What follows belongs to an exercise in optimizing a design on an open flow for small area; a production flow would make more cautious choices. RTL that was checked went through simulation tests only; none was proved equivalent to the original. No functional check of the RTL was part of runs 5 and 6.

$ cat flow/config.mk
export PLATFORM = sky130hd
export DESIGN_NAME = fft_top
export DESIGN_NICKNAME = fft_top
export VERILOG_FILES = /design/flow/design.v
export SDC_FILE = /design/flow/constraint.sdc
export NUM_CORES = 4
export LEC_CHECK = 0
export CAP_MARGIN = 20
export CORE_MARGIN = 2
export CORE_UTILIZATION = 80
export CTS_BUF_LIST = sky130_fd_sc_hd__clkbuf_8
export CTS_CLUSTER_DIAMETER = 45
export CTS_CLUSTER_SIZE = 22
export SLEW_MARGIN = 20
$ cat flow/constraint.sdc
create_clock -name core_clock -period 10.0 [get_ports {sys_clk}]
set_input_delay 2.0000 -clock core_clock [delete_from_list [all_inputs] [get_ports {sys_clk}]]
set_output_delay 2.0000 -clock core_clock [all_outputs]
set_load 0.01 [all_outputs]
$ cat flow/design.v
module clk_div (
    input             clk,
    input             rst_n,
    input             wclr,
    output reg [3:0]  p,
    output reg [12:0] wc
);
wire [16:0] nx = {wc, p} + 17'd1;
always @(posedge clk) begin
    if (!rst_n) begin
        p  <= 4'd0;
        wc <= 13'd0;
    end else begin
        p  <= nx[3:0];
        wc <= wclr ? 13'd0 : nx[16:4];
    end
end
endmodule
module ads1258 (
    input             sysclk,
    input             locked,
    input             Rx_0,
    output reg        Tx_0,
    output            Clk_0,
    output            CS,
    output            en_Ain0,
    output reg [1:0]  tag,       
    output reg [23:0] sr         
);
localparam IDLE = 3'd0, WAIT1 = 3'd1, BIT = 3'd2, CLKH = 3'd3, ENDB = 3'd4;
reg  [4:0]  c;          
reg  [2:0]  st;         
reg  [2:0]  bn;         
wire [3:0]  p;
wire [12:0] wc;
wire in_wait   = (c == 5'd0) || (c == 5'd19) || (c == 5'd26);
wire wait_done = in_wait && (p == 4'd0) &&
                 (wc == ((c == 5'd0) ? 13'd3840 : 13'd6161));
clk_div u_sclk (.clk(sysclk), .rst_n(locked), .wclr(!in_wait || wait_done), .p(p), .wc(wc));
wire pp = (p == 4'd9);
wire byte_done = (st == ENDB) && pp;
assign en_Ain0 = (c == 5'd25) && (p == 4'd13);
assign Clk_0 = (st == ENDB) || (st == BIT && bn != 3'd0);
assign CS = (c == 5'd0) || (c == 5'd1 && bn == 3'd0 && (st == WAIT1 || st == BIT));
reg [7:0] code;
always @(*) begin
    case (c)
        5'd1:  code = 8'h60;  5'd2:  code = 8'h12;
        5'd3:  code = 8'h61;  5'd4:  code = 8'h10;
        5'd5:  code = 8'h62;  5'd6:  code = 8'h00;
        5'd7:  code = 8'h63;  5'd8:  code = 8'h00;
        5'd9:  code = 8'h64;  5'd10: code = 8'h07;
        5'd11: code = 8'h65;  5'd12: code = 8'h00;
        5'd13: code = 8'h66;  5'd14: code = 8'h00;
        5'd15: code = 8'h67;  5'd16: code = 8'hff;
        5'd17: code = 8'h68;  5'd18: code = 8'h00;
        5'd19: code = 8'h80;  5'd20: code = 8'h30;
        5'd21: code = 8'hff;  5'd22: code = 8'hff;
        5'd23: code = 8'hff;  5'd24: code = 8'hff;
        5'd26: code = 8'h80;
        default: code = 8'h00;
    endcase
end
always @(posedge sysclk) begin
    if (!locked) begin
        st <= IDLE; bn <= 3'd0;
        Tx_0 <= 1'b0;
    end else begin
        case (st)
            IDLE: begin
                Tx_0 <= 1'b0;
                if (wait_done) st <= WAIT1;
            end
            WAIT1: begin
                Tx_0 <= 1'b0;
                if (pp) st <= BIT;
            end
            BIT: if (pp) begin
                Tx_0 <= code[~bn];
                bn <= bn + 3'd1;
                st <= CLKH;
            end
            CLKH: if (pp) st <= (bn == 3'd0) ? ENDB : BIT;
            default: if (pp) st <= (c == 5'd19 || c == 5'd26) ? IDLE : WAIT1;
        endcase
    end
end
always @(posedge sysclk) begin
    if (st == CLKH && pp) sr <= {sr[22:0], Rx_0};
    if (c == 5'd21 && byte_done)
        tag <= (sr[7:2] == 6'b100010) ? sr[1:0] : 2'd3;
end
always @(posedge sysclk) begin
    if (!locked) begin
        c <= 5'd0;
    end else begin
        case (c)
            5'd0:          if (wait_done) c <= 5'd1;
            5'd19, 5'd26:  if (wait_done) c <= 5'd20;
            5'd25:         if (p == 4'd13) c <= 5'd26;
            default:       if (byte_done) c <= c + 5'd1;
        endcase
    end
end
endmodule
module pid_rca #(parameter N = 16) (
    input  [N-1:0] a,
    input  [N-1:0] b,
    input          ci,
    output [N-1:0] s,
    output         co
);
wire [N:0] c;
assign c[0] = ci;
genvar j;
generate for (j = 0; j < N; j = j + 1) begin : g
    assign s[j]   = a[j] ^ b[j] ^ c[j];
    assign c[j+1] = (a[j] & b[j]) | (a[j] & c[j]) | (b[j] & c[j]);
end endgenerate
assign co = c[N];
endmodule
module pid_div5 #(parameter N = 16) (
    input  [N-1:0] x,
    input          nbi,
    input          nr2i,
    input          nr1i,
    output [N-1:0] r,
    output         nbo
);
wire [N+1:0] nrr;
wire [N:0]   nb;
assign nrr[1:0] = {nr1i, nr2i};
assign nrr[N+1:2] = ~r;
assign nb[0] = nbi;
genvar j;
generate for (j = 0; j < N; j = j + 1) begin : g
    assign r[j]    = x[j] ^ nrr[j] ^ nb[j];
    assign nb[j+1] = (x[j] & nrr[j]) | (x[j] & nb[j]) | (nrr[j] & nb[j]);
end endgenerate
assign nbo = nb[N];
endmodule
module pid_div25 #(parameter N = 16) (
    input  [N-1:0] nx,
    input  [3:0]   wi,       
    input          b1i,
    input          b2i,
    output [N-1:0] w,
    output         b1o,
    output         b2o
);
wire [N+3:0] ww;
wire [N-1:0] np, nw;
wire [N:0]   b1, b2;
assign ww[3:0] = wi;
assign ww[N+3:4] = w;
assign b1[0] = b1i;
assign b2[0] = b2i;
genvar j;
generate for (j = 0; j < N; j = j + 1) begin : g
    assign np[j]   = nx[j] ^ ww[j+1] ^ b1[j];
    assign b1[j+1] = (nx[j] & ww[j+1]) | (nx[j] & b1[j]) | (ww[j+1] & b1[j]);
    assign nw[j]   = np[j] ^ ww[j] ^ b2[j];
    assign b2[j+1] = (np[j] & ww[j]) | (np[j] & b2[j]) | (ww[j] & b2[j]);
    assign w[j]    = ~nw[j];
end endgenerate
assign b1o = b1[N];
assign b2o = b2[N];
endmodule
module PID_UV_LED (
    input  wire        clk,
    input  wire        rst_n,
    input  wire [31:0] P_measure,
    input  wire [31:0] P_target,
    output wire [31:0] i_current
);
reg  [31:0] eb;
reg         ke;
wire [15:0] neb_lo_n, neb_hi_n;
wire        nke_n;
wire [31:0] nP_target = ~P_target;
pid_rca #(16) u_e0 (.a(nP_target[15:0]),  .b(P_measure[15:0]),  .ci(1'b0), .s(neb_lo_n), .co(nke_n));
pid_rca #(16) u_e1 (.a(nP_target[31:16]), .b(P_measure[31:16]), .ci(1'b1), .s(neb_hi_n), .co());
wire [15:0] er_hi;
pid_rca #(16) u_e2 (.a(eb[31:16]), .b(16'd0), .ci(ke), .s(er_hi), .co());
reg  [31:0] ib;
reg         ki;
wire [15:0] ib_lo_n, ib_hi_n;
wire        ki_n;
pid_rca #(16) u_i0 (.a(ib[15:0]),  .b(eb[15:0]), .ci(1'b0), .s(ib_lo_n), .co(ki_n));
pid_rca #(16) u_i1 (.a(ib[31:16]), .b(er_hi),    .ci(ki),   .s(ib_hi_n), .co());
wire [15:0] rl;
wire        nrl_b;
pid_div5 #(16) u_r0 (.x(ib_lo_n), .nbi(1'b1), .nr2i(1'b1), .nr1i(1'b1), .r(rl), .nbo(nrl_b));
reg  [2:0]  nrs;
wire [15:0] xh, rh;
pid_rca  #(16) u_x  (.a(ib[31:16]), .b({ib[9:0], 6'd0}), .ci(ki), .s(xh), .co());
pid_div5 #(16) u_r1 (.x(xh), .nbi(nrs[2]), .nr2i(nrs[1]), .nr1i(nrs[0]), .r(rh), .nbo());
reg  [15:0] npe_lo;
reg  [14:0] pe_hi;
wire [15:0] nxl;
wire        dbw_n;
pid_rca #(16) u_d0 (.a(npe_lo), .b(eb[15:0]), .ci(1'b0), .s(nxl), .co(dbw_n));
wire [10:0] q_hi;
pid_rca #(11) u_d1 (.a(pe_hi[14:4]), .b(nxl[10:0]), .ci(1'b1), .s(q_hi), .co());
wire [15:0] wl;
wire        wl_b1, wl_b2;
pid_div25 #(16) u_w0 (.nx(nxl), .wi(4'd0), .b1i(1'b0), .b2i(1'b0), .w(wl), .b1o(wl_b1), .b2o(wl_b2));
reg  [14:0] ndq;
reg         dbw;
reg  [5:0]  ws;
wire [14:0] nxph, wh;
pid_rca   #(15) u_d2 (.a(ndq), .b(pe_hi), .ci(dbw), .s(nxph), .co());
pid_div25 #(15) u_w1 (.nx(nxph), .wi(ws[5:2]), .b1i(ws[1]), .b2i(ws[0]), .w(wh), .b1o(), .b2o());
wire [6:0]  a_hi;
pid_rca #(7) u_a (.a(eb[8:2]), .b(eb[6:0]), .ci(1'b0), .s(a_hi), .co());
wire [8:0]  aa = {a_hi, eb[1:0]};
wire [8:0]  bb = rh[15:7];
wire [8:0]  cc = wh[14:6];
wire [8:0]  s1 = aa ^ bb ^ cc;
wire [8:0]  k1 = (aa & bb) | (aa & cc) | (bb & cc);
wire [9:0]  cs_hi;
pid_rca #(9) u_c (.a({1'b0, s1[8:1]}), .b(k1), .ci(1'b0), .s(cs_hi[8:0]), .co(cs_hi[9]));
reg  [10:0] cs;
reg  [17:0] ic;
wire [17:0] ic_sum;
pid_rca #(18) u_s (.a(ic), .b({7'd0, cs}), .ci(1'b0), .s(ic_sum), .co());
wire        clamp = (ic > 18'd167772);
reg  rst_d;
wire run = rst_n & ~rst_d;
always @(posedge clk) begin
    rst_d <= ~rst_n;
    eb <= ~{neb_hi_n, neb_lo_n}; ke <= ~nke_n;
    if (!run) begin
        ib <= 32'd0; ki <= 1'b0;
        nrs <= 3'b111;
        npe_lo <= 16'hffff; pe_hi <= 15'd0;
        ndq <= 15'h7fff; dbw <= 1'b0; ws <= 6'd0;
        cs <= 11'd0;
        ic <= 18'd0;
    end else begin
        ib <= {ib_hi_n, ib_lo_n}; ki <= ki_n;
        nrs <= {nrl_b, ~rl[14], ~rl[15]};
        npe_lo <= ~eb[15:0]; pe_hi <= er_hi[14:0];
        ndq <= ~{q_hi, pe_hi[3:0]}; dbw <= dbw_n;
        ws <= {wl[15], wl[14], wl[13], wl[12], wl_b1, wl_b2};
        cs <= {cs_hi, s1[0]};
        ic <= clamp ? 18'd167772 : ic_sum;
    end
end
assign i_current = {14'd0, ic};
endmodule
module fft_top(
    input          sys_clk,
    input          sys_rst_n,
    input          Rx_0,
    output         Tx_0,
    output         Clk_0,
    output         CS,
    output [31:0]  ad_data0,
    output [31:0]  ad_data1,
    output [31:0]  ad_data2,
    output         en_Ain0,
    output         en_Ain1,
    input  [31:0]  P_target,
    output [31:0]  i_current,
    input  [31:0]  P_measure
);
wire [1:0]  tag;
wire [23:0] sr;
ads1258 u_ads1258 (
    .sysclk(sys_clk), .locked(sys_rst_n), .Rx_0(Rx_0),
    .Tx_0(Tx_0), .Clk_0(Clk_0), .CS(CS),
    .en_Ain0(en_Ain0), .tag(tag), .sr(sr)
);
assign en_Ain1 = en_Ain0;
reg  [23:0] d0, d1, d2;
wire [23:0] rkeep = {24{sys_rst_n}};
wire [23:0] dat01 = (sr & rkeep) | {21'd0, ~rkeep[2:0]};
wire [23:0] dat2  = sr & rkeep;
wire ld0 = (en_Ain0 && tag == 2'd0) || !sys_rst_n;
wire ld1 = (en_Ain0 && tag == 2'd1) || !sys_rst_n;
wire ld2 = (en_Ain0 && tag == 2'd2) || !sys_rst_n;
always @(posedge sys_clk) begin
    if (ld0) d0 <= dat01;
    if (ld1) d1 <= dat01;
    if (ld2) d2 <= dat2;
end
assign ad_data0 = {8'd0, d0};
assign ad_data1 = {8'd0, d1};
assign ad_data2 = {8'd0, d2};
PID_UV_LED PID_UV_LED (
    .clk(sys_clk), .rst_n(sys_rst_n),
    .P_measure(P_measure), .P_target(P_target), .i_current(i_current)
);
endmodule
$ cat flow/flow/run.sh
#!/bin/bash
# Own layout flow: the standard flow, with two changes.
#  1. Port buffers are the smallest buffer cell (buffer_ports -buffer_cell).
#  2. After the standard synthesis, flow/faflip.py re-chooses the polarity
#     of the full-adder cells to drop inverters (registers untouched).
# Each tool's output goes to a log file of its own in this folder.
set -euo pipefail
export BUFFER_PORTS_ARGS="-buffer_cell sky130_fd_sc_hd__buf_1"
R=orfs/results/${FLOW_PLATFORM}/fft_top/base
bash standard.sh synth > synth.log 2>&1
cp $R/1_2_yosys.v 1_2_yosys.standard.v
python3 flow/faflip.py 1_2_yosys.standard.v $R/1_2_yosys.v > faflip.log 2>&1
bash standard.sh > layout.log 2>&1
$ cat flow/flow/faflip.py
#!/usr/bin/env python3
"""Re-choose the polarity of full-adder cells in a mapped netlist.

A full adder is self-dual: complementing its three inputs complements both
outputs. Yosys picks the polarity of each extracted adder on its own, which
leaves inverters on many adder inputs and outputs. This script chooses, for
every sky130 fa cell, whether to use it as is or complemented so that fewer
signals need an inverter, then rebuilds the inverters the netlist needs.
Registers and all other cells are left as they are.

usage: faflip.py IN.v OUT.v
"""
import re, sys, random, collections

src = open(sys.argv[1]).read()
m = re.search(r'module\s+(\w+)\s*\((.*?)\);', src, re.S)
top = m.group(1)
body = src[m.end():src.rindex('endmodule')]

decls = []      # port / wire declaration lines, kept verbatim
cells = []      # [type, name, {pin: net}]
pos = 0
cell_re = re.compile(r'\s*(\S+)\s+(\\\S+\s|\S+)\s*\((.*?)\);', re.S)
for stmt in re.finditer(r'(input|output|inout|wire)\b[^;]*;|(\S+)\s+(\\\S+\s|\S+)\s*\(((?:[^;])*?)\);', body, re.S):
    if stmt.group(1):
        decls.append(stmt.group(0).strip())
    else:
        typ, name, conns = stmt.group(2), stmt.group(3), stmt.group(4)
        pins = {}
        for pm in re.finditer(r'\.(\w+)\s*\(\s*((?:\\\S+\s)|[^()\s]+(?:\s*\[[^\]]*\])?)\s*\)', conns):
            pins[pm.group(1)] = pm.group(2).strip() if not pm.group(2).startswith('\\') else pm.group(2).rstrip() + ' '
        cells.append([typ, name, pins])

OUTP = {'X', 'Y', 'Q', 'Q_N', 'SUM', 'COUT', 'HI', 'LO'}
def is_inv(t):
    return re.match(r'sky130_fd_sc_hd__(clk)?inv_\d+$', t) is not None
def is_fa(t):
    return re.match(r'sky130_fd_sc_hd__fa_\d+$', t) is not None

inputs, outputs = set(), set()
for d in decls:
    mm = re.match(r'(input|output)\s*(\[(\d+):(\d+)\])?\s*(.*?);', d, re.S)
    if not mm:
        continue
    names = [x.strip() for x in mm.group(5).split(',')]
    for nm in names:
        if mm.group(2):
            hi, lo = int(mm.group(3)), int(mm.group(4))
            bits = [f'{nm}[{i}]' for i in range(min(hi, lo), max(hi, lo) + 1)]
        else:
            bits = [nm]
        (inputs if mm.group(1) == 'input' else outputs).update(bits)

def key(n):
    return n.strip()

driver = {}
loads = collections.defaultdict(list)
for ci, (t, nm, pins) in enumerate(cells):
    for p, n in pins.items():
        if p in OUTP:
            driver[key(n)] = (ci, p)
        else:
            loads[key(n)].append((ci, p))
for o in outputs:
    loads[o].append((None, 'PORT'))

netname = {}
for t, nm, pins in cells:
    for p, n in pins.items():
        netname[key(n)] = n

# root of each net through inverter chains
rootmemo = {}
def root(n):
    if n in rootmemo:
        return rootmemo[n]
    d = driver.get(n)
    if d is not None and is_inv(cells[d[0]][0]):
        a = key(cells[d[0]][2]['A'])
        r, p = root(a)
        res = (r, p ^ 1)
    else:
        res = (n, 0)
    rootmemo[n] = res
    return res

allnets = set(driver) | set(loads)
# consumers per root: list of (cell index or None, pin, polarity)
cons = collections.defaultdict(list)
for n in allnets:
    r, p = root(n)
    for ci, pin in loads.get(n, []):
        if ci is not None and is_inv(cells[ci][0]):
            continue
        cons[r].append((ci, pin, p))
fa_ids = [i for i, c in enumerate(cells) if is_fa(c[0])]
x = {i: 0 for i in fa_ids}
fixed = set()
# never flip an adder whose output net is a port or has no usable name
for i in fa_ids:
    for p in ('SUM', 'COUT'):
        n = cells[i][2].get(p)
        if n is not None and key(n) in outputs:
            fixed.add(i)

def drv_flip(r):
    d = driver.get(r)
    if d is not None and d[0] in x:
        return x[d[0]]
    return 0

def cost(r):
    f = drv_flip(r)
    for ci, pin, p in cons[r]:
        if (p ^ (x[ci] if ci in x else 0) ^ f):
            return 1
    return 0

roots_of = collections.defaultdict(set)
for r in cons:
    d = driver.get(r)
    if d is not None and d[0] in x:
        roots_of[d[0]].add(r)
    for ci, pin, p in cons[r]:
        if ci in x:
            roots_of[ci].add(r)
roots = list(cons)
before = sum(cost(r) for r in roots)

def delta(group):
    rs = set()
    for i in group:
        rs |= roots_of[i]
    b = sum(cost(r) for r in rs)
    for i in group:
        x[i] ^= 1
    a = sum(cost(r) for r in rs)
    for i in group:
        x[i] ^= 1
    return a - b

# carry-chain neighbours
nbr = collections.defaultdict(set)
for i in fa_ids:
    for r in roots_of[i]:
        for j in [driver.get(r, (None,))[0]] + [ci for ci, _, _ in cons[r]]:
            if j in x and j != i:
                nbr[i].add(j)

rng = random.Random(1)
free = [i for i in fa_ids if i not in fixed]
best = dict(x); bestc = before; cur = before
T = 1.0
for it in range(200000):
    i = rng.choice(free)
    if rng.random() < 0.3 and nbr[i]:
        j = rng.choice(sorted(nbr[i]))
        g = [i] if j in fixed else [i, j]
    else:
        g = [i]
    dl = delta(g)
    if dl <= 0 or rng.random() < pow(2.718, -dl / T):
        for k in g:
            x[k] ^= 1
        cur += dl
        if cur < bestc:
            bestc = cur; best = dict(x)
    T = max(0.02, 1.0 * (1 - it / 150000))
x = best
after = sum(cost(r) for r in roots)

# rebuild
FLIP = {'A': 'A', 'B': 'B', 'CIN': 'CIN'}
newcells = []
newwires = []
cnt = [0]
def fresh(base):
    cnt[0] += 1
    nm = 'faflip_n%d' % cnt[0]
    newwires.append(nm)
    return nm
invnet = {}   # root -> net carrying the complement of the physical root
portcells = []
for r in roots:
    f = drv_flip(r)
    need = [(ci, pin) for ci, pin, p in cons[r] if ci is not None and p ^ (x[ci] if ci in x else 0) ^ f]
    if need:
        invnet[r] = fresh(r)
    # output ports read the value of the root directly or through inverters;
    # drive each from the physical root net with an inverter or a buffer
    for ci, pin, p in cons[r]:
        if ci is not None:
            continue
        pass
for o in sorted(outputs):
    r, p = root(o)
    want = p ^ drv_flip(r)
    if o == r:
        assert want == 0, ('port polarity', o)
        continue
    src = netname.get(r, r)
    if want:
        portcells.append(['sky130_fd_sc_hd__inv_1', 'faflip_po%d' % len(portcells), {'A': src, 'Y': o}])
    else:
        portcells.append(['sky130_fd_sc_hd__buf_1', 'faflip_po%d' % len(portcells), {'A': src, 'X': o}])
# connect consumers
for r in roots:
    f = drv_flip(r)
    for ci, pin, p in cons[r]:
        if ci is None:
            continue
        want = p ^ (x[ci] if ci in x else 0) ^ f
        cells[ci][2][pin] = invnet[r] if want else netname.get(r, r)
for r, nn in invnet.items():
    newcells.append(['sky130_fd_sc_hd__inv_1', 'faflip_i%s' % nn.split('n')[-1], {'A': netname.get(r, r), 'Y': nn}])
newcells += portcells

out = ['/* faflip: %d -> %d inverted signals */' % (before, after),
       'module %s(%s);' % (top, m.group(2).strip())]
for d in decls:
    out.append('  ' + d)
for w in newwires:
    out.append('  wire %s;' % w)
for t, nm, pins in cells:
    if is_inv(t):
        continue
    out.append('  %s %s (%s);' % (t, nm, ', '.join('.%s(%s)' % (p, n) for p, n in pins.items())))
for t, nm, pins in newcells:
    out.append('  %s %s (%s);' % (t, nm, ', '.join('.%s(%s)' % (p, n) for p, n in pins.items())))
out.append('endmodule')
open(sys.argv[2], 'w').write('\n'.join(out) + '\n')
ninv = sum(1 for c in cells if is_inv(c[0]))
print('adders %d, flipped %d; inverted signals %d -> %d; inverter cells %d -> %d'
      % (len(fa_ids), sum(x.values()), before, after, ninv, len(newcells)))
$ cat flow/standard.sh
#!/bin/bash
# synth_recipe.tcl (not shown) runs the flow's synth.tcl, then flattens the netlist and writes it again
# the make line also repeats each setting of config.mk as NAME=value (left out here)
make -C /OpenROAD-flow-scripts/flow DESIGN_CONFIG=/design/flow/config.mk WORK_HOME=/design/flow/orfs CLKGATE_MAP_FILE= SYNTH_SCRIPT=/design/flow/synth_recipe.tcl "${@:-finish}"
==> run_results.csv, run 1 <==
group,metric,value,unit
run_status,run_status,"complete, no violations",
critical_path,r2r_start,"PID_UV_LED.dbw",
place,placed_area,0.0156,mm²
critical_path,worst-r2r-cell-count,22,
critical_path,worst_path_largest_cell_delay,580,ps
layout,fin_area,0.0163,mm²
global_route,grt_use_total,36.7,%
layout,fin_cells,1580,
clock_network,ctsHtreeMaxLevel,1,
yosys,synth_cells,1162,
global_route,grt_overflow,0,
critical_path,crit_top_cell,"fa_1",
critical_path,critPathMaxFanout,1,
critical_path,crit_type,"flop to flop",
detailed_routing,drtIter0Drc,725,
job,max_cap_viol_count,0,
detailed_routing,dr.pass1.iters,6,
clock_network,cts-root-buf,"clkbuf_8",
yosys,synth_warnings,4,
global_route,grt_max_degree,64,
die,dieHeight,141,µm
clock_network,clk_pin_slew,110,ps
die,core_region_area,0.0181,mm²
layout,final_layout_size_suffix_gt1_share,6.29,%
die,initial_core_util,82.2,%
clock_network,cts_buffer_depth,3,
critical_path,worstSetupEndpointType,"flop",
die,die-area,0.0198,mm²
hold_path,hold_path_depth,0,
die,die_w,141,µm
yosys,syn_avg_cell_area,12.8,µm²
detailed_routing,vias,9136,
sta,period_share,97.6,%
global_route,grt_pass1_vias,10200,
layout,layout.nets,1664,
global_route,grt_pass1_wl,54500,µm
critical_path,worstPathRequired,10510,ps
sta,setup_violations,0,
place,place_ws,193,ps
yosys,synth_area,0.0149,mm²
sta,fin_crit,9760,ps
place,dpl.cell_count,1527,
sta,relSlewSlack,46.1,%
critical_path,crit_arrival,10270,ps
sta,fin_skew,46.6,ps
hold_path,min_path_type,"flop to flop",
layout,final_common_cell,"fa_1",
die,rows,49,
critical_path,worstSetupStartpointType,"flop",
detailed_routing,drtAntennaViolNets,0,
sta,setup_ws,240,ps
sta,hold_viol,0,
place,io_buffers,161,
sta,fmax,102,MHz
die,ioPinCount,200,
clock_network,cts_inserted_buffers,29,
clock_network,cts_tree,"yes",
sta,setup_tns,0,ps
layout,antennaDiodeCount,0,
layout,area_growth,9.47,%
place,gp_congestion,0.881,
critical_path,cp_cell_sequence,"fa_1 -> fa_1 -> fa_1 -> fa_1 -> fa_1 -> fa_1 -> fa_1 -> fa_1 -> fa_1 -> fa_1 -> fa_2 -> fa_2 -> fa_1 -> fa_1 -> fa_1 -> fa_2 -> inv_1 -> fa_1 -> fa_1 -> fa_1 -> ha_1 -> and2_1",
clock_network,cts.sinks,287,
clock_network,clkLatencyLatePin,620,ps
critical_path,crit_slowest_cell,"fa_1",
global_route,antenna_found_initial,0,
critical_path,startpoint,"PID_UV_LED.dbw",
detailed_routing,wirelength,34700,µm
sta,drv_slew,0,
place,dp_hpwl,23100,µm
hold_path,hp-start,"u_ads1258.sr[8]",
detailed_routing,routedWlPerCell,22.0,µm
sta,worstMarginPinSlew,802,ps
detailed_routing,drc,0,
clock_network,post_cts_buffers,0,
layout,final_cell_mix,"fa_1 (213), dfxtp_1 (189), buf_1 (161), inv_1 (156), nor2_1 (104)",
detailed_routing,avgViaCountPerCell,5.78,
-- final timing paths --
path                                          to  slack [ps]
worst max register to register  PID_UV_LED.cs[9]         240
worst min register to register   u_ads1258.sr[9]         430
worst max-delay path            PID_UV_LED.cs[9]         240
worst min-delay path             u_ads1258.sr[9]         430
-- cell type report --
type	count	area, µm²
clock buffers	32	440
clock inverters	21	273
fillers	693	1810
inverters	155	582
multi-input cells	690	7380
flip-flops and latches	287	6730
well taps	229	287
repair buffers	166	642
-- stage by stage --
stage          utilization, %  hold WS [ps]
2_1_floorplan               -           371
3_3_place_gp             86.0           377
3_5_place_dp             86.0           388
4_1_cts                  89.9           427
5_1_grt                  90.0           439
6_report                 90.0           425
-- registers in the layout (all words and copies together), names as in the netlist, 4 cells and up --
register and cells:
PID_UV_LED.pe_hi 15, d2 24, d1 24, PID_UV_LED.ws 6, u_ads1258.code 8, u_ads1258.c 5
PID_UV_LED.eb 32, PID_UV_LED.ib 32, PID_UV_LED.cs 11, PID_UV_LED.npe_lo 16, d0 24, PID_UV_LED.ic 18
u_ads1258.sr 24, u_ads1258.u_sclk.wc 13, u_ads1258.u_sclk.p 4, PID_UV_LED.ndq 15
-- repair_timing --
action,4_1_cts,5_1_grt
resized for setup,0,4
endpoints found under the setup margin,0,2
hold buffers,0,0
-- routing by layer --
metal	global-route usage [%]	up-vias	share of wire [%]
met3	7.38	124	7.2
met5	0	-	0
li1	-	3913	-
met2	65.1	493	52
met1	43.8	4606	35
met4	16.5	0	5.0
-- critical path, delay by kind of cell (launching register included) --
family / cells / cell delay, ps
adders and majority gates: 20 / 9120
and+or+nand+nor: 1 / 170
buffers and inverters: 1 / 50
DFF: 1 / 330
==> run 2: changes to the inputs <==
==> flow/flow/run.sh (replaced) <==
#!/bin/bash
# Own layout flow: the standard flow, with these changes.
#  1. Port buffers are the smallest buffer cell (buffer_ports -buffer_cell).
#  2. The synthesis's single tie-low cell is kept for all constant outputs
#     (no per-load tie cells).
#  3. After the standard synthesis, flow/faflip.py re-chooses the polarity
#     of the full-adder cells to drop inverters (registers untouched).
# Each tool's output goes to a log file of its own in this folder.
set -euo pipefail
export BUFFER_PORTS_ARGS="-buffer_cell sky130_fd_sc_hd__buf_1"
export SKIP_REPAIR_TIE_FANOUT=1
R=orfs/results/${FLOW_PLATFORM}/fft_top/base
bash standard.sh synth > synth.log 2>&1
cp $R/1_2_yosys.v 1_2_yosys.standard.v
python3 flow/faflip.py 1_2_yosys.standard.v $R/1_2_yosys.v > faflip.log 2>&1
bash standard.sh > layout.log 2>&1
--- a/flow/config.mk
+++ b/flow/config.mk
@@ -8,7 +8,7 @@
 export CAP_MARGIN = 20
 export CORE_MARGIN = 2
 export CORE_UTILIZATION = 80
-export CTS_BUF_LIST = sky130_fd_sc_hd__clkbuf_8
-export CTS_CLUSTER_DIAMETER = 45
-export CTS_CLUSTER_SIZE = 22
+export CTS_BUF_LIST = sky130_fd_sc_hd__clkbuf_16
+export CTS_CLUSTER_DIAMETER = 60
+export CTS_CLUSTER_SIZE = 24
 export SLEW_MARGIN = 20
==> run 2 against run 1 <==
Effect of this change:
- worst hold slack got worse by 16 ps
- sequential share of layout area grew 0.53 points
- cell count down 3.5%
- highest routed layer unchanged
- die area unchanged
- critical endpoint unchanged
- utilization is 1.1 points lower
- via count shrank 6.0%
- critical path depth unchanged
- flip-flop and latch count is the same
- still clean
- fmax increased by 1.5%
- first-iteration DRC count decreased by 21%
- largest cell class unchanged
==> run_results.csv, run 2 <==
group,metric,value,unit
run_status,run_status,"complete, no violations",
sta,hold_viol,0,
layout,area_growth,8.08,%
clock_network,cts_buffer_depth,3,
detailed_routing,avgViaCountPerCell,5.63,
critical_path,crit_type,"flop to flop",
detailed_routing,dr.pass1.iters,5,
sta,drv_slew,0,
clock_network,postCtsResizedCells,0,
sta,setup_tns,0,ps
die,die-area,0.0198,mm²
yosys,synth_warnings,4,
critical_path,critPathMaxFanout,1,
global_route,grt_max_degree,64,
layout,final_common_cell,"fa_1",
layout,final_layout_size_suffix_gt1_share,5.02,%
sta,fin_crit,9610,ps
place,dp_hpwl,22200,µm
clock_network,cts_tree,"yes",
sta,worstMarginPinSlew,695,ps
detailed_routing,routedWlPerCell,19.1,µm
sta,period_share,96.1,%
sta,rsz0062_at_grt,"false",
yosys,synth_area,0.0149,mm²
layout,antennaDiodeCount,0,
detailed_routing,wirelength,29100,µm
critical_path,worstSetupStartpointType,"flop",
sta,fin_skew,25.3,ps
layout,fin_cells,1525,
sta,relSlewSlack,53.7,%
critical_path,worstSetupEndpointType,"flop",
detailed_routing,drtAntennaViolNets,0,
clock_network,cts_inserted_buffers,19,
global_route,grt_pass1_vias,9541,
detailed_routing,drtIter0Drc,571,
critical_path,crit_arrival,10000,ps
die,die_w,141,µm
detailed_routing,drc,0,
clock_network,clk_pin_slew,80,ps
clock_network,cts-root-buf,"clkbuf_16",
die,core_region_area,0.0181,mm²
layout,final_cell_mix,"fa_1 (210), dfxtp_1 (189), buf_1 (161), inv_1 (160), nor2_1 (104)",
global_route,grt_pass1_wl,47400,µm
place,dpl.cell_count,1490,
die,ioPinCount,200,
clock_network,post_cts_buffers,0,
sta,setup_ws,388,ps
clock_network,clkLatencyLatePin,510,ps
layout,layout.nets,1618,
yosys,synth_cells,1162,
job,max_cap_viol_count,0,
die,rows,49,
place,gp_congestion,0.874,
place,io_buffers,161,
detailed_routing,vias,8588,
die,dieHeight,141,µm
yosys,syn_avg_cell_area,12.8,µm²
sta,whs,409,ps
layout,largestRegisters,"PID_UV_LED.eb: 32 flops, PID_UV_LED.ib: 32 flops",
hold_path,min_path_type,"flop to flop",
clock_network,cts.sinks,287,
place,place_ws,202,ps
clock_network,ctsHtreeMaxLevel,1,
sta,setup_violations,0,
global_route,antenna_found_initial,0,
global_route,grt_use_total,31.2,%
sta,fmax,104,MHz
critical_path,worstPathRequired,10390,ps
global_route,grt_overflow,0,
die,initial_core_util,82.2,%
clock_network,cts_hold_buf,0,
-- run 2: per-stage QoR --
step / cell area [µm²] / util, %
after floorplan: 14900 / -
after global placement: 15500 / 85.2
after detailed placement: 15500 / 85.2
after CTS: 16100 / 88.7
after global routing: 16100 / 88.9
final: 16100 / 88.9
-- run 2: worst paths after layout --
check | from | to | slack [ps] | depth (start not counted)
max | PID_UV_LED.dbw | PID_UV_LED.cs[9] | 390 | 22
min | PID_UV_LED.pe_hi[0] | PID_UV_LED.ndq[0] | 410 | 1
max reg2reg | PID_UV_LED.dbw | PID_UV_LED.cs[9] | 390 | 22
min reg2reg | PID_UV_LED.pe_hi[0] | PID_UV_LED.ndq[0] | 410 | 1
-- run 2: critical path, stage by stage, from the launching register on --
cell,delay [ps]
dfxtp_1,330
fa_2,410
fa_2,410
fa_1,460
fa_2,420
fa_1,460
fa_1,460
fa_1,460
fa_1,460
fa_1,460
fa_1,470
fa_2,410
fa_1,470
fa_1,460
fa_1,590
fa_1,450
fa_2,550
inv_1,60
fa_1,470
fa_2,410
fa_1,380
ha_1,310
and2_1,160
-- run 2: per-layer routing --
metal	global-route usage (%)	up-vias	part of all wire [%]
met1	40.1	4307	39
met4	11.3	0	3.7
met3	5.40	83	6.2
met5	0	-	0
met2	54.5	344	51
li1	-	3854	-
-- run 2: area by class of cell --
class | count | area (µm²)
inverter | 155 | 582
clock buffer | 19 | 475
multi-input combinational | 653 | 7250
sequential | 287 | 6730
timing repair buffer | 167 | 653
fill | 730 | 2020
tap | 229 | 287
clock inverter | 15 | 149
==> run 3: changes to the inputs <==
--- a/flow/config.mk
+++ b/flow/config.mk
@@ -8,7 +8,7 @@
 export CAP_MARGIN = 20
 export CORE_MARGIN = 2
 export CORE_UTILIZATION = 80
-export CTS_BUF_LIST = sky130_fd_sc_hd__clkbuf_16
-export CTS_CLUSTER_DIAMETER = 60
-export CTS_CLUSTER_SIZE = 24
+export CTS_BUF_LIST = sky130_fd_sc_hd__clkbuf_4
+export CTS_CLUSTER_DIAMETER = 45
+export CTS_CLUSTER_SIZE = 10
 export SLEW_MARGIN = 20
==> run 3 against run 2 <==
Effect of this change:
- first-iteration DRC count shrank 10%
- die area is the same
- highest routed layer unchanged
- routed wire length shrank 0.91%
- area after synthesis is the same
- utilization shrank 0.60 points
- worst hold slack lost 4.7 ps
- critical endpoint unchanged
- register-to-register slack lost 110 ps
- sequential share of layout area grew 0.28 points
==> run_results.csv, run 3 <==
group,metric,value,unit
run_status,run_status,"complete, no violations",
die,die_w,141,µm
critical_path,crit_arrival,10290,ps
yosys,synth_warnings,4,
critical_path,crit_type,"flop to flop",
global_route,grt_use_total,30.9,%
clock_network,cts-root-buf,"clkbuf_4",
place,dpl.cell_count,1489,
place,place_ws,88.2,ps
die,dieHeight,141,µm
layout,antennaDiodeCount,0,
sta,worstMarginPinSlew,1110,ps
layout,final_common_cell,"fa_1",
sta,fin_skew,51.3,ps
layout,fin_util,88.3,%
yosys,synth_area,0.0149,mm²
sta,fmax,103,MHz
critical_path,worstSetupEndpointType,"flop",
die,initial_core_util,82.2,%
detailed_routing,wl_met2,14700,µm
clock_network,clk_pin_slew,120,ps
layout,layout.nets,1635,
layout,final_layout_size_suffix_gt1_share,7.33,%
detailed_routing,drtAntennaViolNets,0,
die,core_region_area,0.0181,mm²
critical_path,worst_path_largest_cell_delay,570,ps
detailed_routing,wirelength,28800,µm
die,ioPinCount,200,
detailed_routing,dr_wl_met3,2150,µm
yosys,synth_cells,1162,
critical_path,worstPathRequired,10570,ps
critical_path,critPathMaxFanout,1,
die,rows,49,
layout,area_growth,7.35,%
detailed_routing,routedWlPerCell,18.6,µm
sta,fin_crit,9720,ps
critical_path,worstSetupStartpointType,"flop",
clock_network,cts_tree,"yes",
place,dp_hpwl,21800,µm
detailed_routing,drc,0,
sta,period_share,97.2,%
place,io_buffers,161,
clock_network,cts_buffer_depth,3,
detailed_routing,vias,8700,
critical_path,cp_cell_sequence,"fa_2 -> fa_2 -> fa_1 -> fa_1 -> fa_1 -> fa_1 -> fa_1 -> fa_1 -> fa_1 -> fa_2 -> fa_1 -> fa_1 -> fa_1 -> fa_1 -> fa_1 -> fa_2 -> xor2_2 -> xnor2_2 -> xnor2_2 -> fa_1 -> fa_1 -> ha_1 -> and2_1",
place,gp_congestion,0.878,
detailed_routing,wl_met1,11100,µm
hold_path,min_path_type,"flop to flop",
clock_network,ctsHtreeMaxLevel,2,
global_route,antenna_found_initial,0,
sta,setup_violations,0,
global_route,grt_overflow,0,
sta,hold_viol,0,
job,max_cap_viol_count,0,
global_route,grt_pass1_wl,46500,µm
yosys,syn_avg_cell_area,12.8,µm²
detailed_routing,avgViaCountPerCell,5.60,
clock_network,clkLatencyLatePin,660,ps
clock_network,cts.sinks,287,
sta,drv_slew,0,
sta,setup_ws,281,ps
clock_network,cts_inserted_buffers,37,
layout,largestRegisters,"PID_UV_LED.eb: 32 flops, PID_UV_LED.ib: 32 flops",
global_route,grt_max_degree,64,
die,die-area,0.0198,mm²
detailed_routing,highest_layer,"met4",
clock_network,cts_hold_buf,0,
layout,fin_cells,1553,
critical_path,crit_slowest_cell,"fa_1",
critical_path,crit_top_cell,"fa_1",
detailed_routing,drtIter0Drc,514,
layout,final_cell_mix,"fa_1 (212), dfxtp_1 (189), buf_1 (161), inv_1 (155), nor2_1 (104)",
detailed_routing,dr.pass1.iters,6,
sta,relSlewSlack,26.1,%
global_route,grt_pass1_vias,9316,
-- run 3: per-layer routing --
layer  global-route usage (%)  up-vias
met2                     52.6      385
li1                         -     3906
met5                        0        -
met3                     6.63       71
met4                     10.8        0
met1                     40.3     4338
-- run 3: path summary, 6_finish.rpt --
path	startpoint	cells after the start	slack [ps]	end
setup / recovery	PID_UV_LED.dbw	23	280	PID_UV_LED.cs[9]
hold / removal	PID_UV_LED.pe_hi[2]	1	400	PID_UV_LED.ndq[2]
setup reg to reg	PID_UV_LED.dbw	23	280	PID_UV_LED.cs[9]
hold reg to reg	PID_UV_LED.pe_hi[2]	1	400	PID_UV_LED.ndq[2]
-- run 3: cell type report --
type	instances	area, µm²
well taps	229	287
flip-flops and latches	287	6730
multi-input cells	653	7260
clock buffers	51	383
clock inverters	12	114
inverters	155	582
fillers	825	2130
repair buffers	166	662
-- run 3: critical path, delay by kind of cell, from the launching register on --
kind | cells | cell delay (ps)
fa+ha+maj | 19 | 8560
simple gates | 1 | 140
xor+xnor | 3 | 590
flops | 1 | 350
-- run 3: through the flow --
step / hold WS, ps / instance area [µm²] / setup TNS (ps)
3_5_place_dp: 387 / 15500 / 0
3_3_place_gp: 378 / 15500 / 0
5_1_grt: 430 / 16000 / -17.6
2_1_floorplan: 371 / 14900 / 0
6_report: 404 / 16000 / 0
4_1_cts: 404 / 16000 / 0
-- run 3: timing repair --
action                                  in CTS  in global routing
endpoints found under the setup margin       0                  2
gates resized for setup                      0                  7
buffers inserted                             0                  0
==> run 4: changes to the inputs <==
--- a/flow/config.mk
+++ b/flow/config.mk
@@ -8,7 +8,7 @@
 export CAP_MARGIN = 20
 export CORE_MARGIN = 2
 export CORE_UTILIZATION = 80
-export CTS_BUF_LIST = sky130_fd_sc_hd__clkbuf_4
-export CTS_CLUSTER_DIAMETER = 45
-export CTS_CLUSTER_SIZE = 10
+export CTS_BUF_LIST = sky130_fd_sc_hd__clkbuf_8
+export CTS_CLUSTER_DIAMETER = 60
+export CTS_CLUSTER_SIZE = 16
 export SLEW_MARGIN = 20
==> run 4 against run 3 <==
Effect of this change:
- global-route usage increased by 0.35 points
- highest routed layer unchanged
- flip-flop and latch count is the same
- setup slack improved by 23 ps
- register-to-register slack better by 20 ps
- cell count fell by 1.7%
- routed wire length rose by 3.0%
- critical endpoint unchanged
- worst hold slack better by 12 ps
- via count shrank 0.53%
==> run_results.csv, run 4 <==
group,metric,value,unit
die,initial_core_util,82.2,%
yosys,synth_area,0.0149,mm²
layout,area_growth,6.88,%
critical_path,startpoint,"PID_UV_LED.dbw",
detailed_routing,avgViaCountPerCell,5.67,
global_route,grt_use_total,31.2,%
hold_path,min_path_type,"flop to flop",
sta,rsz0062_at_grt,"false",
critical_path,worst_path_largest_cell_delay,550,ps
global_route,grt_pass1_vias,9523,
layout,fillCellCount,786,
layout,final_cell_mix,"fa_1 (213), dfxtp_1 (189), inv_1 (163), buf_1 (161), nor2_1 (104)",
critical_path,r2r_start,"PID_UV_LED.dbw",
detailed_routing,vias,8654,
layout,fin_util,87.9,%
global_route,grt_overflow,0,
clock_network,ctsHtreeMaxLevel,1,
detailed_routing,dr.pass1.iters,7,
job,max_cap_viol_count,0,
die,dieHeight,141,µm
place,placed_area,0.0155,mm²
place,dp_hpwl,21600,µm
die,core_region_area,0.0181,mm²
sta,whs,416,ps
critical_path,cp_cell_sequence,"fa_1 -> fa_1 -> fa_1 -> fa_1 -> fa_1 -> fa_2 -> fa_1 -> fa_2 -> fa_2 -> fa_1 -> fa_1 -> fa_1 -> fa_1 -> fa_1 -> inv_1 -> fa_1 -> fa_1 -> fa_1 -> fa_1 -> fa_1 -> ha_1 -> and2_1",
clock_network,cts_tree,"yes",
sta,setup_violations,0,
clock_network,cts_inserted_buffers,22,
die,ioPinCount,200,
critical_path,worstSetupEndpointType,"flop",
critical_path,crit_arrival,10150,ps
layout,final_layout_size_suffix_gt1_share,4.55,%
detailed_routing,routedWlPerCell,19.4,µm
detailed_routing,wirelength,29700,µm
critical_path,crit_slowest_cell,"fa_1",
layout,regArea,0.00673,mm²
critical_path,crit_type,"flop to flop",
layout,largestRegisters,"PID_UV_LED.eb: 32 flops, PID_UV_LED.ib: 32 flops",
place,io_buffers,161,
sta,setup_tns,0,ps
clock_network,clk_pin_slew,100,ps
sta,worstMarginPinSlew,1100,ps
detailed_routing,drc,0,
layout,layout.nets,1620,
yosys,syn_avg_cell_area,12.8,µm²
sta,hold_viol,0,
critical_path,critPathMaxFanout,2,
hold_path,hp-start,"PID_UV_LED.pe_hi[0]",
layout,antennaDiodeCount,0,
critical_path,r2r_end,"PID_UV_LED.cs[9]",
global_route,antenna_found_initial,0,
yosys,synth_cells,1162,
sta,fmax,103,MHz
sta,relSlewSlack,26.6,%
clock_network,cts_buffer_depth,3,
clock_network,cts-root-buf,"clkbuf_8",
hold_path,hold_path_depth,1,
detailed_routing,drtIter0Drc,543,
layout,multi_input_area,0.00724,mm²
critical_path,crit_top_cell,"fa_1",
critical_path,crit_family,"adder cells",
die,die-area,0.0198,mm²
hold_path,holdPathEnd,"PID_UV_LED.ndq[0]",
die,rows,49,
sta,drv_slew,0,
global_route,grt_max_degree,64,
critical_path,worstPathRequired,10450,ps
global_route,grt_pass1_wl,47500,µm
sta,fin_crit,9700,ps
clock_network,post_cts_buffers,0,
sta,fin_skew,20.0,ps
critical_path,worst-r2r-cell-count,22,
run_status,run_status,"complete, no violations",
clock_network,cts.sinks,287,
yosys,synth_warnings,4,
place,gp_congestion,0.870,
layout,fin_area,0.0159,mm²
sta,period_share,97.0,%
layout,final_common_cell,"fa_1",
die,die_w,141,µm
critical_path,ff2ff_setup_slack,300,ps
critical_path,crit_buf_inv,1,
critical_path,worstSetupStartpointType,"flop",
detailed_routing,drtAntennaViolNets,0,
clock_network,clkLatencyLatePin,550,ps
run 4: worst max-delay path by stage:
stage | depth (start not counted) | slack (ps) | to
floorplan | 22 | 510 | PID_UV_LED.cs[9]
global placement | 22 | 370 | PID_UV_LED.cs[9]
detailed placement | 23 | 140 | PID_UV_LED.cs[9]
CTS | 23 | 120 | PID_UV_LED.cs[9]
global route | 23 | 20 | PID_UV_LED.cs[9]
finish | 22 | 300 | PID_UV_LED.cs[9]
run 4: routing by layer:
metal	up-vias	track usage (%)	wire length, µm
met5	-	0	0
met4	0	9.63	908
met3	69	4.14	1740
met2	406	55.1	15200
met1	4324	41.3	11900
li1	3855	-	-
run 4: area by class of cell:
type | instances | area share [%]
Clock buffer | 25 | 2.16
Clock inverter | 11 | 0.753
Inverter | 155 | 3.65
Multi-Input combinational cell | 653 | 45.4
Sequential cell | 287 | 42.2
Tap cell | 229 | 1.80
Timing Repair Buffer | 166 | 4.07
run 4: metrics by stage:
stage               instances  worst slack, ps
detailed placement       1489              138
global placement         1489              372
CTS                      1525              122
floorplan                1162              513
global route             1526             20.1
finish                   1526              305
run 4: timing repair:
item | 4_1_cts | 5_1_grt
resized for setup | 0 | 3
hold buffers | 0 | 0
endpoints found under the setup margin | 0 | 2
==> run 5: changes to the inputs <==
--- a/flow/design.v
+++ b/flow/design.v
@@ -25,7 +25,7 @@
     output            CS,
     output            en_Ain0,
     output reg [1:0]  tag,       
-    output reg [23:0] sr         
+    output reg [23:0] nsr        
 );
 localparam IDLE = 3'd0, WAIT1 = 3'd1, BIT = 3'd2, CLKH = 3'd3, ENDB = 3'd4;
 reg  [4:0]  c;          
@@ -86,9 +86,9 @@
     end
 end
 always @(posedge sysclk) begin
-    if (st == CLKH && pp) sr <= {sr[22:0], Rx_0};
+    if (st == CLKH && pp) nsr <= {nsr[22:0], ~Rx_0};
     if (c == 5'd21 && byte_done)
-        tag <= (sr[7:2] == 6'b100010) ? sr[1:0] : 2'd3;
+        tag <= (nsr[7:2] == 6'b011101) ? ~nsr[1:0] : 2'd3;
 end
 always @(posedge sysclk) begin
     if (!locked) begin
@@ -266,17 +266,17 @@
     input  [31:0]  P_measure
 );
 wire [1:0]  tag;
-wire [23:0] sr;
+wire [23:0] nsr;
 ads1258 u_ads1258 (
     .sysclk(sys_clk), .locked(sys_rst_n), .Rx_0(Rx_0),
     .Tx_0(Tx_0), .Clk_0(Clk_0), .CS(CS),
-    .en_Ain0(en_Ain0), .tag(tag), .sr(sr)
+    .en_Ain0(en_Ain0), .tag(tag), .nsr(nsr)
 );
 assign en_Ain1 = en_Ain0;
 reg  [23:0] d0, d1, d2;
 wire [23:0] rkeep = {24{sys_rst_n}};
-wire [23:0] dat01 = (sr & rkeep) | {21'd0, ~rkeep[2:0]};
-wire [23:0] dat2  = sr & rkeep;
+wire [23:0] dat01 = (~nsr & rkeep) | {21'd0, ~rkeep[2:0]};
+wire [23:0] dat2  = ~nsr & rkeep;
 wire ld0 = (en_Ain0 && tag == 2'd0) || !sys_rst_n;
 wire ld1 = (en_Ain0 && tag == 2'd1) || !sys_rst_n;
 wire ld2 = (en_Ain0 && tag == 2'd2) || !sys_rst_n;
==> run 5 against run 4 <==
Effect of this change:
- still clean on timing, DRC and antenna
- via count fell by 0.46%
- non-clock buffer count did not move
- sequential share of layout area rose by 0.32 points
- die area barely moved
- clock-buffer cell count fell by 3
- critical path type unchanged
- largest cell class unchanged
- highest routed layer unchanged
==> run_results.csv, run 5 <==
group,metric,value,unit
run_status,run_status,"complete, no violations",
clock_network,cts-root-buf,"clkbuf_8",
global_route,antenna_found_initial,0,
die,ioPinCount,200,
detailed_routing,dr.pass1.iters,5,
sta,relSlewSlack,27.1,%
clock_network,cts_inserted_buffers,22,
sta,setup_tns,0,ps
sta,fmax,103,MHz
sta,rsz0062_at_grt,"false",
critical_path,worstSetupEndpointType,"flop",
layout,antennaDiodeCount,0,
detailed_routing,drtAntennaViolNets,0,
sta,drv_slew,0,
clock_network,cts_buffer_depth,3,
critical_path,critPathMaxFanout,1,
clock_network,ctsHtreeMaxLevel,1,
hold_path,hp-start,"PID_UV_LED.pe_hi[0]",
sta,period_share,97.2,%
layout,fin_util,87.2,%
clock_network,cts_tree,"yes",
sta,worstMarginPinSlew,1090,ps
yosys,synth_area,0.0149,mm²
clock_network,clk_pin_slew,100,ps
die,dieHeight,141,µm
clock_network,cts.sinks,287,
detailed_routing,wirelength,28900,µm
die,die_w,141,µm
detailed_routing,drtIter0Drc,504,
critical_path,worstPathRequired,10460,ps
place,gp_congestion,0.844,
global_route,grt_pass1_wl,47200,µm
layout,final_common_cell,"fa_1",
detailed_routing,drc,0,
yosys,synth_warnings,4,
critical_path,worstSetupStartpointType,"flop",
detailed_routing,avgViaCountPerCell,5.65,
layout,fin_cells,1525,
sta,setup_ws,279,ps
clock_network,clkLatencyLatePin,560,ps
die,die-area,0.0198,mm²
detailed_routing,routedWlPerCell,18.9,µm
critical_path,startpoint,"PID_UV_LED.dbw",
sta,setup_violations,0,
die,core_region_area,0.0181,mm²
sta,fin_skew,15.7,ps
die,initial_core_util,82.2,%
global_route,grt_pass1_vias,9564,
yosys,syn_avg_cell_area,12.8,µm²
place,place_ws,189,ps
sta,hold_viol,0,
place,io_buffers,161,
layout,largestRegisters,"PID_UV_LED.eb: 32 flops, PID_UV_LED.ib: 32 flops",
layout,layout.nets,1619,
layout,final_layout_size_suffix_gt1_share,4.40,%
place,dpl.cell_count,1488,
critical_path,crit_type,"flop to flop",
clock_network,cts_hold_buf,0,
layout,final_cell_mix,"fa_1 (214), dfxtp_1 (189), inv_1 (167), buf_1 (161), nor2_1 (124)",
critical_path,crit_arrival,10180,ps
detailed_routing,vias,8614,
critical_path,r2r_start,"PID_UV_LED.dbw",
layout,area_growth,6.13,%
yosys,synth_cells,1161,
place,dp_hpwl,22100,µm
hold_path,min_path_type,"flop to flop",
sta,fin_crit,9720,ps
global_route,grt_overflow,0,
global_route,grt_max_degree,64,
global_route,grt_use_total,30.9,%
die,rows,49,
job,max_cap_viol_count,0,
run 5: final timing paths:
check / to / slack, ps / depth (start not counted)
worst max register to register: PID_UV_LED.cs[9] / 280 / 22
worst min-delay path: PID_UV_LED.ndq[0] / 410 / 1
worst max-delay path: PID_UV_LED.cs[9] / 280 / 22
worst min register to register: PID_UV_LED.ndq[0] / 410 / 1
run 5: per-layer routing:
metal | routed length, µm | GRT usage [%]
met1 | 10400 | 37.2
met2 | 15800 | 56.7
met3 | 1570 | 4.92
met4 | 1080 | 11.7
met5 | 0 | 0
run 5: through the flow:
step | hold WS (ps) | cell area, µm²
final | 409 | 15800
after global routing | 428 | 15800
after CTS | 415 | 15800
after detailed placement | 392 | 15400
after global placement | 378 | 15400
after floorplan | 371 | 14900
run 5: critical path: stages, from the launching register on:
cell	delay (ps)
dfxtp_1	330
fa_1	440
fa_1	460
fa_1	470
fa_1	470
fa_1	470
fa_2	410
fa_1	460
fa_1	460
fa_1	460
fa_1	470
fa_1	470
fa_1	460
fa_1	470
fa_1	580
fa_1	450
fa_2	560
inv_1	50
fa_1	460
fa_1	440
fa_1	380
ha_1	270
and2_1	130
run 5: area by class of cell:
cell class | count | area [µm²]
well taps | 229 | 287
flip-flops and latches | 287 | 6730
clock inverters | 14 | 68.8
fillers | 810 | 2320
multi-input cells | 650 | 7200
inverters | 157 | 589
clock buffers | 22 | 303
repair buffers | 166 | 654
run 5: repair_timing:
| item | 4_1_cts | 5_1_grt |
|---|---|---|
| gates resized for setup | 0 | 3 |
| setup endpoints to repair | 0 | 1 |
| setup buffers | 0 | 0 |
==> run 6: changes to the inputs <==
--- a/flow/config.mk
+++ b/flow/config.mk
@@ -7,8 +7,8 @@
 export LEC_CHECK = 0
 export CAP_MARGIN = 20
 export CORE_MARGIN = 2
-export CORE_UTILIZATION = 80
+export CORE_UTILIZATION = 85
 export CTS_BUF_LIST = sky130_fd_sc_hd__clkbuf_8
-export CTS_CLUSTER_DIAMETER = 60
-export CTS_CLUSTER_SIZE = 16
+export CTS_CLUSTER_DIAMETER = 50
+export CTS_CLUSTER_SIZE = 12
 export SLEW_MARGIN = 20
==> run 6 against run 5 <==
Effect of this change:
- clock-buffer cell count up 9
- cell count is 0.66% higher
- register-to-register slack is essentially flat
- design area is 1.2% higher
- critical path type unchanged
==> run_results.csv, run 6 <==
group,metric,value,unit
detailed_routing,dr.pass1.iters,8,
sta,relSlewSlack,48.9,%
yosys,synth_cells,1161,
place,gp_congestion,0.819,
sta,fin_crit,9720,ps
global_route,grt_use_total,47.5,%
global_route,grt_pass1_vias,11200,
sta,whs,430,ps
die,ioPinCount,200,
sta,hold_viol,0,
critical_path,r2r_start,"PID_UV_LED.dbw",
clock_network,cts_hold_buf,0,
layout,area_growth,7.44,%
hold_path,min_path_type,"flop to flop",
detailed_routing,avgViaCountPerCell,6.58,
critical_path,worstSetupEndpointType,"flop",
sta,rsz0062_at_grt,"false",
sta,drv_slew,0,
hold_path,hp-start,"PID_UV_LED.pe_hi[2]",
layout,layout.nets,1627,
layout,fin_util,93.0,%
detailed_routing,drtAntennaViolNets,0,
global_route,grt_pass1_wl,63200,µm
layout,fin_cells,1535,
global_route,grt_max_degree,64,
place,dpl.cell_count,1484,
layout,final_layout_size_suffix_gt1_share,5.35,%
global_route,antenna_found_initial,1,
clock_network,post_cts_buffers,0,
critical_path,worstSetupStartpointType,"flop",
place,io_buffers,161,
sta,fin_skew,55.5,ps
yosys,synth_area,0.0149,mm²
job,max_cap_viol_count,0,
critical_path,critPathMaxFanout,1,
detailed_routing,vias,10100,
detailed_routing,drtIter0Drc,1350,
layout,fillCellCount,490,
clock_network,cts_tree,"yes",
die,dieHeight,136,µm
sta,setup_ws,282,ps
sta,period_share,97.2,%
yosys,synth_warnings,4,
critical_path,ff2ff_setup_slack,280,ps
clock_network,clk_pin_slew,90,ps
run_status,run_status,"complete, no violations",
die,die_w,136,µm
clock_network,ctsHtreeMaxLevel,1,
layout,final_cell_mix,"fa_1 (214), dfxtp_1 (189), inv_1 (168), buf_1 (161), nor2_1 (124)",
clock_network,cts_inserted_buffers,30,
detailed_routing,drc,0,
critical_path,crit_type,"flop to flop",
die,die-area,0.0186,mm²
hold_path,holdPathEnd,"PID_UV_LED.ndq[2]",
sta,worstMarginPinSlew,767,ps
critical_path,r2r_end,"PID_UV_LED.cs[9]",
hold_path,hold_path_depth,1,
clock_network,cts_buffer_depth,3,
detailed_routing,wirelength,41500,µm
layout,largestRegisters,"PID_UV_LED.eb: 32 flops, PID_UV_LED.ib: 32 flops",
critical_path,crit_arrival,10240,ps
global_route,grt_overflow,0,
sta,setup_violations,0,
sta,setup_tns,0,ps
critical_path,worstPathRequired,10520,ps
layout,final_common_cell,"fa_1",
clock_network,clkLatencyLatePin,630,ps
clock_network,cts-root-buf,"clkbuf_8",
critical_path,worst-r2r-cell-count,23,
layout,fin_area,0.0160,mm²
yosys,syn_avg_cell_area,12.8,µm²
place,placed_area,0.0154,mm²
place,place_ws,211,ps
die,core_region_area,0.0172,mm²
die,rows,48,
detailed_routing,routedWlPerCell,27.1,µm
sta,fmax,103,MHz
die,initial_core_util,86.5,%
clock_network,cts.sinks,287,
place,dp_hpwl,25300,µm
-- run 6: worst max path at each step --
stage                         startpoint          endpoint  slack [ps]  cells past startpoint
after floorplan           PID_UV_LED.dbw  PID_UV_LED.cs[9]         510                     22
after global placement    PID_UV_LED.dbw  PID_UV_LED.cs[9]         380                     22
after detailed placement  PID_UV_LED.dbw  PID_UV_LED.cs[9]         210                     23
after CTS                 PID_UV_LED.dbw  PID_UV_LED.cs[9]         140                     23
after global routing      PID_UV_LED.dbw  PID_UV_LED.cs[9]           8                     23
final                     PID_UV_LED.dbw  PID_UV_LED.cs[9]         280                     23
-- run 6: critical path, stage by stage, from the launching register on --
cell and delay, ps:
dfxtp_1 330, fa_1 450, fa_1 470, fa_1 470
fa_2 420, fa_2 410, fa_1 460, fa_1 460
fa_1 460, fa_1 470, fa_1 470, fa_1 460
fa_1 470, fa_1 470, fa_1 580, fa_1 450
fa_1 420, xor2_1 190, xnor2_1 220, xnor2_1 130
fa_1 540, fa_1 430, ha_1 280, and2_1 150
-- run 6: final cells by class --
type                    count  area (µm²)  share of cell area, %
diodes                      1        2.50                 0.0156
clock buffers              31         427                   2.66
clock inverters            18         138                  0.859
inverters                 157         589                   3.68
multi-input cells         650        7200                   44.9
flip-flops and latches    287        6730                   42.0
well taps                 225         282                   1.76
repair buffers            166         662                   4.13
-- run 6: timing repair --
item	CTS	global route
endpoints found under the setup margin	0	1
hold endpoints to repair	0	0
gates resized for setup	0	2
-- run 6: metal layers --
layer	routed length (µm)	GRT usage [%]	vias to the layer above	part of all wire, %
li1	-	-	3875	-
met1	12100	50.2	4847	29
met2	20900	80.6	993	50
met3	3920	10.7	380	9.4
met4	4590	39.7	0	11
met5	0	0	-	0

[what the ideal ports hide]
In the flow no input, the clock included, has a driving cell. The finished layouts below were timed again as built, in two steps. Step 1: set_driving_cell puts a clkbuf_16 on sys_clk and a buf_2 on each other input, an assumption about the parent block. Step 2 times the ports against the registers' clock, not the clock port: input delays grow and output delays shrink by t, the midpoint of the rising clock arrivals with the driver on. Slacks: ideal ports / drivers / drivers and shift; pairs: ideal ports / drivers.
| run | t (ns) | setup WS [ns] | hold slack, ns | worst setup path after step 2 |
|---|---|---|---|---|
| run 1 | 0.641 | 0.240 / 0.240 / 0.240 | 0.425 / 0.425 / 0.425 | register to register |
| run 2 | 0.550 | 0.388 / 0.388 / 0.388 | 0.409 / 0.409 / 0.409 | register to register |
| run 3 | 0.677 | 0.281 / 0.281 / 0.281 | 0.404 / 0.404 / 0.404 | register to register |
| run 4 | 0.589 | 0.305 / 0.305 / 0.305 | 0.416 / 0.416 / 0.416 | register to register |
| run 5 | 0.599 | 0.279 / 0.279 / 0.279 | 0.409 / 0.409 / 0.409 | register to register |
| run 6 | 0.651 | 0.282 / 0.282 / 0.282 | 0.430 / 0.430 / 0.430 | register to register |
After both steps every run listed still meets setup and hold.
